This is an optimization exercise on Yosys and OpenROAD, whose aim is small area, not a production implementation.
RTL that was checked went through simulation tests only; none was proved equivalent to the original.
Power figures rest on the tool's default switching activity, not on a simulated workload.

== v19 ==
Design riscv_core, start of the top module:
module riscv_core (
    input clk,
    input reset,
    output [31:0] imem_addr,
    input  [31:0] imem_rdata,
    output [31:0] dmem_addr,
    output [31:0] dmem_wdata,
    output [1:0]  dmem_size,
    output        dmem_we,
    input  [31:0] dmem_rdata
);
Size: ~2,500 cells after synthesis, ~1,100 flip-flops, ~170 I/O pins, ~32,000 sq um of cells after synthesis.
export LEC_CHECK = 0
export ABC_AREA = 0
export CAP_MARGIN = 20
export CORE_MARGIN = 2
export CORE_UTILIZATION = 55
export CTS_BUF_LIST = sky130_fd_sc_hd__clkbuf_4 sky130_fd_sc_hd__clkbuf_8
export CTS_CLUSTER_DIAMETER = 60
export CTS_CLUSTER_SIZE = 20
export SLEW_MARGIN = 20
export SYNTH_HIERARCHICAL = 1
create_clock -name core_clock -period 18.0 [get_ports {clk}]
standard.sh (not shown) runs the stock make flow with config.mk's settings and CLKGATE_MAP_FILE= SYNTH_SCRIPT=/design/flow/synth_recipe.tcl, a recipe that flattens the netlist after the stock synthesis.
==> flow/flow/run.sh <==
#!/bin/bash
# The standard layout, with plain buf_1 cells as the port buffers.
set -euo pipefail
bash standard.sh "BUFFER_PORTS_ARGS=-buffer_cell sky130_fd_sc_hd__buf_1" finish > standard_flow.log 2>&1
v19 ended with every stage complete and zero timing, DRC or antenna violations.
> inputs changed (v19 -> v18)
--- a/flow/design.v
+++ b/flow/design.v
@@ -7,18 +7,22 @@
 module rf_rbit (input [30:0] sel, input [30:0] d, output o);
     wire [32:0] s = {2'b00, sel};
     wire [32:0] x = {2'b00, d};
     wire [10:0] y;
     genvar g;
     generate for (g = 0; g < 11; g = g + 1) begin : g_a
         rf_aoi3 u (.s(s[3*g +: 3]), .d(x[3*g +: 3]), .y(y[g]));
     end endgenerate
     assign o = ~&y;
+endmodule
+module pc_bit (input pc, input cy, input jump, input a, output d, output cy_out);
+    assign d = jump ? a : pc ^ cy;
+    assign cy_out = pc & cy;
 endmodule
 module riscv_core (
     input clk,
     input reset,
     output [31:0] imem_addr,
     input  [31:0] imem_rdata,
     output [31:0] dmem_addr,
     output [31:0] dmem_wdata,
     output [1:0]  dmem_size,
@@ -196,52 +200,58 @@
             2'd0: wd = alu_out;
             2'd1: wd = sh_out;
             2'd2: wd = ld_b;
             default: wd = {7'b0, flag & (ph == 2'd0)};
         endcase
         if (clr) wd = 8'd0;
     end
     wire [7:0] wdx = wd ^ {8{sp}};
     wire [4:0] rd = ins[11:7];
-    wire [30:0] pcy; wire [29:0] pc_inc;
-    assign pcy[0] = 1'b1;
+    wire       pc_end  = (ph == 2'd3) & ~clr & last;
+    wire       pc_jump = pc_end & (c_jal | c_jalr | (c_br & taken));
+    wire [30:0] pcy; wire [29:0] pc_nx;
+    assign pcy[0] = pc_end & ~pc_jump;
     genvar gi;
     generate for (gi = 0; gi < 30; gi = gi + 1) begin : g_inc
-        assign pc_inc[gi] = pc[gi] ^ pcy[gi];
-        assign pcy[gi+1] = pc[gi] & pcy[gi];
+        pc_bit u_pc (.pc(pc[gi]), .cy(pcy[gi]), .jump(pc_jump), .a(A[gi+2]), .d(pc_nx[gi]), .cy_out(pcy[gi+1]));
     end endgenerate
     wire       rf_we = wen & ~clr;
     generate
         for (gr = 1; gr < 32; gr = gr + 1) begin : g_rf
             wire       we = clr | (rf_we & (rd == gr));
             wire [7:0] top;
             for (gb = 0; gb < 8; gb = gb + 1) begin : g_w
                 rf_wbit u_w (.we(we), .we_n(~we), .q(rf[gr][gb]), .wd(wdx[gb]), .d(top[gb]));
             end
             always @(posedge clk) rf[gr] <= {top, rf[gr][31:8]};
         end
     endgenerate
     always @(posedge clk or posedge reset) begin
         if (reset) begin
+            pc <= 30'd0;
+        end else begin
+            pc <= pc_nx;
+        end
+    end
+    always @(posedge clk or posedge reset) begin
+        if (reset) begin
             ph <= 2'd0;
             pass <= 2'd0;
             clr <= 1'b1;
-            pc <= 30'd0;
             sp <= 1'b0;
         end else begin
             ph <= ph + 2'd1;
             if (ph == 2'd3) sp <= ~sp;
             if (ph == 2'd3) begin
                 if (clr) clr <= 1'b0;
-                else if (last) begin
+                else if (last)
                     pass <= 2'd0;
-                    pc <= (c_jal | c_jalr | (c_br & taken)) ? A[31:2] : pc_inc;
-                end else
+                else
                     pass <= pass + 2'd1;
             end
         end
     end
     always @(posedge clk) begin
         c <= co;
         z <= ((ph == 2'd0) | z) & (sum == 8'd0);
         if (fcap & (ph == 2'd3)) flag <= lt;
         if (ashift) A <= {sum, A[31:8]};
==> comparison <==
- The final layouts of v19 and v18 pass the timing, design-rule and antenna checks.
- v19 → v18: logic depth of the worst register-to-register path went up about 120%; number of filler instances in the final layout went down 214.
- Delta (v18 minus v19): routed length on met2 fell about 1.1%, highest ir drop seen on vdd fell 3.4%.
- Re register fraction of the total cell area: v19 and v18 aren't equal, and the lower value belongs to v19.
- Against v19, half-perimeter wire length of the detailed placement result in v18 came out worse.
- Summary of the comparison: final clock period utilization by the worst path is higher in v18, relative to v19.
- As far as instance count along the most critical hold path goes, v18 and v19 are indistinguishable; the numbers are identical.
- v19 → v18: cell area dropped 0.33%; routed wire length dropped about 0.33%.
For v19, only the layout was checked, not whether the RTL still works.

* * *

Setup of job 101:
Another version of the RTL of riscv_core (not shown whole).
Size in the first run: ~2300 cells after synthesis, roughly 1100 flip-flops, ~31000 um2 of cells after synthesis.
clock: 18.0 ns
lec_check: 0
abc_area: 0
cap_margin: 20
core_margin: 2
core_utilization: 55
cts_buf_list: sky130_fd_sc_hd__clkbuf_4 sky130_fd_sc_hd__clkbuf_8
cts_cluster_diameter: 60
cts_cluster_size: 20
slew_margin: 20
synth_hierarchical: 1
==> flow/flow/run.sh <==
#!/bin/bash
# The standard layout, with plain buf_1 cells as the port buffers and a clock tree
# built without dummy loads.
set -euo pipefail
bash standard.sh "BUFFER_PORTS_ARGS=-buffer_cell sky130_fd_sc_hd__buf_1" \
  "CTS_ARGS=-sink_clustering_enable -repair_clock_nets -sink_clustering_size 20 -sink_clustering_max_diameter 60 -buf_list {sky130_fd_sc_hd__clkbuf_4 sky130_fd_sc_hd__clkbuf_8} -dont_use_dummy_load" \
  finish > standard_flow.log 2>&1
Relative to job 101, the following input files were edited for job 102:
--- a/flow/design.v
+++ b/flow/design.v
@@ -66,30 +66,34 @@
     wire c_ld    = ~ins[6] & ~ins[4] & ~ins[5];
     wire c_st    = ~ins[6] & ~ins[4] &  ins[5];
     wire c_opi   = ~ins[6] &  ins[4] & ~ins[2] & ~ins[5];
     wire c_op    = ~ins[6] &  ins[4] & ~ins[2] &  ins[5];
     wire c_alu   = c_opi | c_op;
     wire k_sh    = f3[1:0] == 2'b01;
     wire k_slt   = f3[2:1] == 2'b01;
-    reg [31:0] imm;
+    wire       t_u  = c_lui | c_auipc;
+    wire       t_j  = c_jal;
+    wire       t_sb = c_st | c_br;           
+    wire       t_i  = ~t_u & ~t_j & ~t_sb;   
+    wire       sg   = ins[31];
+    wire       q0 = ph == 2'd0, q1 = ph == 2'd1, q2 = ph == 2'd2, q3 = ph == 2'd3;
+    wire [7:0] imm_b;
+    wire [7:0] ib0 = ({8{t_i}} & ins[27:20]) |
+                     ({8{t_sb}} & {ins[27:25], ins[11:8], ins[7] & c_st}) |
+                     ({8{t_j}} & {ins[27:21], 1'b0});
+    wire [7:0] ib1 = ({8{~t_u & ~t_j}} & {sg, sg, sg, sg, c_br ? ins[7] : sg, ins[30:28]}) |
+                     ({8{t_j}} & {ins[15:12], ins[20], ins[30:28]}) |
+                     ({8{t_u}} & {ins[15:12], 4'b0000});
+    wire [7:0] ib2 = ({8{~t_u & ~t_j}} & {8{sg}}) |
+                     ({8{t_j}} & {sg, sg, sg, sg, ins[19:16]}) |
+                     ({8{t_u}} & ins[23:16]);
+    wire [7:0] ib3 = t_u ? ins[31:24] : {8{sg}};
+    assign imm_b = ({8{q0}} & ib0) | ({8{q1}} & ib1) | ({8{q2}} & ib2) | ({8{q3}} & ib3);
+    reg [7:0] pc_b;
     always @* begin
-        if (c_lui | c_auipc)      imm = {ins[31:12], 12'b0};
-        else if (c_jal)           imm = {{12{ins[31]}}, ins[19:12], ins[20], ins[30:21], 1'b0};
-        else if (c_br)            imm = {{20{ins[31]}}, ins[7], ins[30:25], ins[11:8], 1'b0};
-        else if (c_st)            imm = {{21{ins[31]}}, ins[30:25], ins[11:7]};
-        else                      imm = {{21{ins[31]}}, ins[30:20]};
-    end
-    reg [7:0] imm_b, pc_b, t_b;
-    always @* begin
-        case (ph)
-            2'd0: imm_b = imm[7:0];
-            2'd1: imm_b = imm[15:8];
-            2'd2: imm_b = imm[23:16];
-            default: imm_b = imm[31:24];
-        endcase
         case (ph)
             2'd0: pc_b = {pc[5:0], 2'b00};
             2'd1: pc_b = pc[13:6];
             2'd2: pc_b = pc[21:14];
             default: pc_b = pc[29:22];
         endcase
     end
[summary]
Diff job 101 -> job 102: multi-input combinational gate total did not really move; first-pass GRT wire length saw a decrease.
Between job 102 and job 101, the die width figures differ only marginally.
Job 101 -> job 102: routing usage on met3 flat
The non-clock buffer contribution to total cell area of job 101 and that of job 102 are within noise of each other.
Per the comparison of job 102 with job 101, share of the clock period used by the worst path fell by 1.1 points, total global routing track utilization fell by 0.46 points.
Compared to job 101, the router laid down less metal wire for job 102.
Job 102 and job 101 ended up with nearly the same synthesized area.
Job 102 vs job 101: net switching power up by a few percent
On worst path arrival time, the higher figure sits with job 101, not job 102.
On sequential share of the synthesized area, job 101 tracks job 102 almost exactly.
No functional check of the RTL was part of job 102.

* * *

Another version of the RTL of riscv_core (not shown whole).
Size: about 1100 flip-flops.
==> flow/config.mk <==
export PLATFORM = sky130hd
export DESIGN_NAME = riscv_core
export DESIGN_NICKNAME = riscv_core
export VERILOG_FILES = /design/flow/design.v
export SDC_FILE = /design/flow/constraint.sdc
export NUM_CORES = 4
export LEC_CHECK = 0
export ABC_AREA = 0
export CAP_MARGIN = 20
export CORE_MARGIN = 2
export CORE_UTILIZATION = 50
export CTS_BUF_LIST = sky130_fd_sc_hd__clkbuf_4 sky130_fd_sc_hd__clkbuf_8
export CTS_CLUSTER_DIAMETER = 60
export CTS_CLUSTER_SIZE = 20
export SLEW_MARGIN = 20
export SYNTH_HIERARCHICAL = 1
==> flow/constraint.sdc <==
create_clock -name core_clock -period 18.0 [get_ports {clk}]
set_input_delay 3.6000 -clock core_clock [delete_from_list [all_inputs] [get_ports {clk}]]
set_output_delay 3.6000 -clock core_clock [all_outputs]
set_load 0.01 [all_outputs]
Scripts as last shown in full above: flow/flow/run.sh
The starting point finished with timing, DRC and antenna clean.
Then changed:
--- a/flow/design.v
+++ b/flow/design.v
@@ -219,17 +219,17 @@
         endcase
         if (clr) wd = 8'd0;
     end
     wire [7:0] wdx = wd ^ {8{sp}};
     wire [4:0] rd = ins[11:7];
     wire       pc_end  = (ph == 2'd3) & ~clr & last;
     wire       pc_jump = pc_end & (c_jal | c_jalr | (c_br & taken));
     wire [30:0] pcy; wire [29:0] pc_nx;
-    assign pcy[0] = pc_end & ~pc_jump;
+    assign pcy[0] = pc_end;
     genvar gi;
     generate for (gi = 0; gi < 30; gi = gi + 1) begin : g_inc
         pc_bit u_pc (.pc(pc[gi]), .cy(pcy[gi]), .jump(pc_jump), .a(A[gi+2]), .d(pc_nx[gi]), .cy_out(pcy[gi+1]));
     end endgenerate
     wire       rf_we = wen & ~clr;
     generate
         for (gr = 1; gr < 32; gr = gr + 1) begin : g_rf
             wire       we = clr | (rf_we & (rd == gr));
Effect: The new run completed with no timing, DRC or antenna violations; core utilization goes down by 0.45 points; power goes up by about 2.1%; area after synthesis goes down by 1.3%; fmax goes up by about 35%; register-to-register slack is better by 4.4 ns; cell area goes down by 1.5%; global-route usage goes down by 0.24 points; clock skew goes up by 0.0067 ns.
The RTL of the first run of this note was laid out without a check of its function.

* * *

Setup of lane 1:
riscv_core, a different RTL version from the one above (not shown whole).
Size in the first run: about 1100 flip-flops, ~31000 µm² of cells after synthesis.
==> flow/config.mk <==
export PLATFORM = sky130hd
export DESIGN_NAME = riscv_core
export DESIGN_NICKNAME = riscv_core
export VERILOG_FILES = /design/flow/design.v
export SDC_FILE = /design/flow/constraint.sdc
export NUM_CORES = 4
export LEC_CHECK = 0
export ABC_AREA = 0
export CAP_MARGIN = 20
export CORE_MARGIN = 2
export CORE_UTILIZATION = 55
export CTS_BUF_LIST = sky130_fd_sc_hd__clkbuf_4 sky130_fd_sc_hd__clkbuf_8
export CTS_CLUSTER_DIAMETER = 60
export CTS_CLUSTER_SIZE = 20
export SLEW_MARGIN = 20
export SYNTH_HIERARCHICAL = 1
==> flow/constraint.sdc <==
create_clock -name core_clock -period 18.0 [get_ports {clk}]
set_input_delay 3.6000 -clock core_clock [delete_from_list [all_inputs] [get_ports {clk}]]
set_output_delay 3.6000 -clock core_clock [all_outputs]
set_load 0.01 [all_outputs]
Scripts as last shown in full above: flow/flow/run.sh
What lane 2 does differently from lane 1 at the input level:
--- a/flow/design.v
+++ b/flow/design.v
@@ -1,9 +1,16 @@
+module rf_wdec (input a, input b, input clr, output we, output we_n);
+    assign we_n = ~(clr | (a & b));
+    rf_inv u_i (.a(we_n), .y(we));
+endmodule
+module rf_inv (input a, output y);
+    assign y = ~a;
+endmodule
 module rf_wbit (input we, input we_n, input q, input wd, output d);
     assign d = ~((we | q) & (we_n | wd));
 endmodule
 module rf_aoi3 (input [2:0] s, input [2:0] d, output y);
     assign y = ~|(s & d);
 endmodule
 module rf_rbit (input [30:0] sel, input [30:0] d, output o);
     wire [10:0] y;
     genvar g;
@@ -137,23 +144,25 @@
                 else begin wsel = 2'd3; wen = 1'b1; last = 1'b1; end
             end else begin
                 if (pass == 2'd0) begin rs2sel = 1'b1; tload = 1'b1; end
                 else begin opb = 2'd1; inv = ~f3[2] & ins[30]; wen = 1'b1; last = 1'b1; end
             end
         end
     end
     wire [4:0] rsel = rzero ? 5'd0 : rs2sel ? ins[24:20] : ins[19:15];
     wire [30:0] rsel_h;
+    wire [3:0] rs_lo = 4'b0001 << rsel[1:0];
+    wire [7:0] rs_hi = 8'b00000001 << rsel[4:2];
     wire [7:0]  port_raw;
     genvar gr, gb;
     generate
         for (gr = 1; gr < 32; gr = gr + 1) begin : g_rsel
-            assign rsel_h[gr-1] = rsel == gr;
+            assign rsel_h[gr-1] = rs_lo[gr % 4] & rs_hi[gr / 4];
         end
         for (gb = 0; gb < 8; gb = gb + 1) begin : g_rport
             wire [30:0] col;
             for (gr = 1; gr < 32; gr = gr + 1) begin : g_c
                 assign col[gr-1] = rf[gr][gb];
             end
             rf_rbit u_r (.sel(rsel_h), .d(col), .o(port_raw[gb]));
         end
     endgenerate
@@ -221,48 +230,53 @@
             2'd0: wd = alu_out;
             2'd1: wd = sh_out;
             2'd2: wd = ld_b;
             default: wd = {7'b0, flag & (ph == 2'd0)};
         endcase
         if (clr) wd = 8'd0;
     end
     wire [7:0] wdx = wd ^ {8{sp}};
     wire [4:0] rd = ins[11:7];
+    wire [31:0] a_nx;
+    generate for (ga = 0; ga < 32; ga = ga + 1) begin : g_anx
+        if (ga < 24) begin : g_lo
+            sel2_bit u_a (.s(ashift), .s_n(~ashift), .a(A[ga+8]), .b(A[ga]), .y(a_nx[ga]));
+        end else begin : g_hi
+            sel2_bit u_a (.s(ashift), .s_n(~ashift), .a(sum[ga-24]), .b(A[ga]), .y(a_nx[ga]));
+        end
+    end endgenerate
     wire [7:0] t_top;
     generate for (ga = 0; ga < 8; ga = ga + 1) begin : g_ttop
         sel2_bit u_t (.s(tload), .s_n(~tload), .a(port[ga]), .b(T[ga]), .y(t_top[ga]));
     end endgenerate
     wire       pc_end  = (ph == 2'd3) & ~clr & last;
     wire       pc_jump = pc_end & (c_jal | c_jalr | (c_br & taken));
     wire [30:0] pcy; wire [29:0] pc_nx;
     assign pcy[0] = pc_end;
     genvar gi;
     generate for (gi = 0; gi < 30; gi = gi + 1) begin : g_inc
-        pc_bit u_pc (.pc(pc[gi]), .cy(pcy[gi]), .jump(pc_jump), .jump_n(~pc_jump), .a(A[gi+2]), .d(pc_nx[gi]), .cy_out(pcy[gi+1]));
+        pc_bit u_pc (.pc(pc[gi]), .cy(pcy[gi]), .jump(pc_jump), .jump_n(~pc_jump & ~clr), .a(A[gi+2]), .d(pc_nx[gi]), .cy_out(pcy[gi+1]));
     end endgenerate
     wire       rf_we = wen & ~clr;
+    wire [3:0] rd_lo = {4{rf_we}} & (4'b0001 << rd[1:0]);
+    wire [7:0] rd_hi = 8'b00000001 << rd[4:2];
     generate
         for (gr = 1; gr < 32; gr = gr + 1) begin : g_rf
-            wire       we = clr | (rf_we & (rd == gr));
+            wire       we, we_n;
+            rf_wdec u_d (.a(rd_lo[gr % 4]), .b(rd_hi[gr / 4]), .clr(clr), .we(we), .we_n(we_n));
             wire [7:0] top;
             for (gb = 0; gb < 8; gb = gb + 1) begin : g_w
-                rf_wbit u_w (.we(we), .we_n(~we), .q(rf[gr][gb]), .wd(wdx[gb]), .d(top[gb]));
+                rf_wbit u_w (.we(we), .we_n(we_n), .q(rf[gr][gb]), .wd(wdx[gb]), .d(top[gb]));
             end
             always @(posedge clk) rf[gr] <= {top, rf[gr][31:8]};
         end
     endgenerate
-    always @(posedge clk or posedge reset) begin
-        if (reset) begin
-            pc <= 30'd0;
-        end else begin
-            pc <= pc_nx;
-        end
-    end
+    always @(posedge clk) pc <= pc_nx;
     always @(posedge clk or posedge reset) begin
         if (reset) begin
             ph <= 2'd0;
             pass <= 2'd0;
             clr <= 1'b1;
             sp <= 1'b0;
         end else begin
             ph <= ph + 2'd1;
             if (ph == 2'd3) sp <= ~sp;
@@ -273,18 +287,18 @@
                 else
                     pass <= pass + 2'd1;
             end
         end
     end
     always @(posedge clk) begin
         c <= co;
         z <= ((ph == 2'd0) | z) & (sum == 8'd0);
         if (fcap & (ph == 2'd3)) flag <= lt;
-        if (ashift) A <= {sum, A[31:8]};
+        A <= a_nx;
         T <= {t_top, T[31:8]};
     end
     assign imem_addr  = {pc, 2'b00};
     assign dmem_addr  = A;
     assign dmem_wdata = {port, T[31:8]};
     assign dmem_size  = f3[1:0];
     assign dmem_we    = c_st & (pass == 2'd1) & (ph == 2'd3);
 endmodule
Lane 1 → lane 2: critical path depth went up 4, share of the core filled with cells went up 0.31 points, final net count went up 17. [compare] base=lane 1 new=lane 2: number of buffers added by the clock tree synthesis step climbed about 3%; floorplan die height barely changed. Summary of lane 2 over lane 1: fraction of registers with async set/reset now smaller, met2 demand-to-capacity share in global routing now sits higher.
The RTL of lane 2 was laid out without a check of its function.

[port drivers added, routing unchanged]
How much do the figures lean on ideal ports? The routed layouts below were timed once more, with nothing changed but the port constraints. Step 1 (the two cells are an assumption about what drives the block):
set clk [get_ports {clk}]
set_driving_cell -lib_cell sky130_fd_sc_hd__clkbuf_16 $clk
set_driving_cell -lib_cell sky130_fd_sc_hd__buf_2 [delete_from_list [all_inputs] $clk]
Step 2 times the ports against the registers' clock, not the clock port: input delays grow and output delays shrink by t, the midpoint of the rising clock arrivals with the driver on. Three values: no drivers, after step 1, after step 2; two values: the first two.
| run | t (ns) | setup slack, ns | worst hold slack (ns) | worst setup path after step 2 | cell pins on the clock port's net |
|---|---|---|---|---|---|
| v19 | 0.717 | 5.757 / 5.732 / 5.732 | 0.304 / 0.304 / 0.304 | input to output | 1 |
| v18 | 0.742 | 1.806 / 1.779 / 1.037 | 0.319 / 0.319 / 0.319 | input to register | 1 |
| job 101 | 0.701 | 3.399 / 3.426 / 2.726 | 0.299 / 0.299 / 0.299 | input to register | 1 |
| job 102 | 0.718 | 3.602 / 3.634 / 2.916 | 0.272 / 0.272 / 0.272 | input to register | 1 |
| the first run of note 3 | 0.692 | 0.584 / 0.578 / -0.113 | 0.292 / 0.292 / 0.292 | input to register | 1 |
| the second run of note 3 | 0.688 | 5.102 / 5.137 / 4.449 | 0.242 / 0.242 / 0.242 | input to register | 1 |
| lane 1 | 0.692 | 3.215 / 3.195 / 2.504 | 0.293 / 0.293 / 0.293 | input to register | 1 |
| lane 2 | 0.683 | 3.459 / 3.488 / 2.805 | 0.272 / 0.272 / 0.272 | input to register | 1 |
Met with ideal ports but missed after step 2: setup timing in the first run of note 3. The setup slack of v18, which loses most, moves by -0.027 ns with the drivers and by -0.769 ns with both steps.
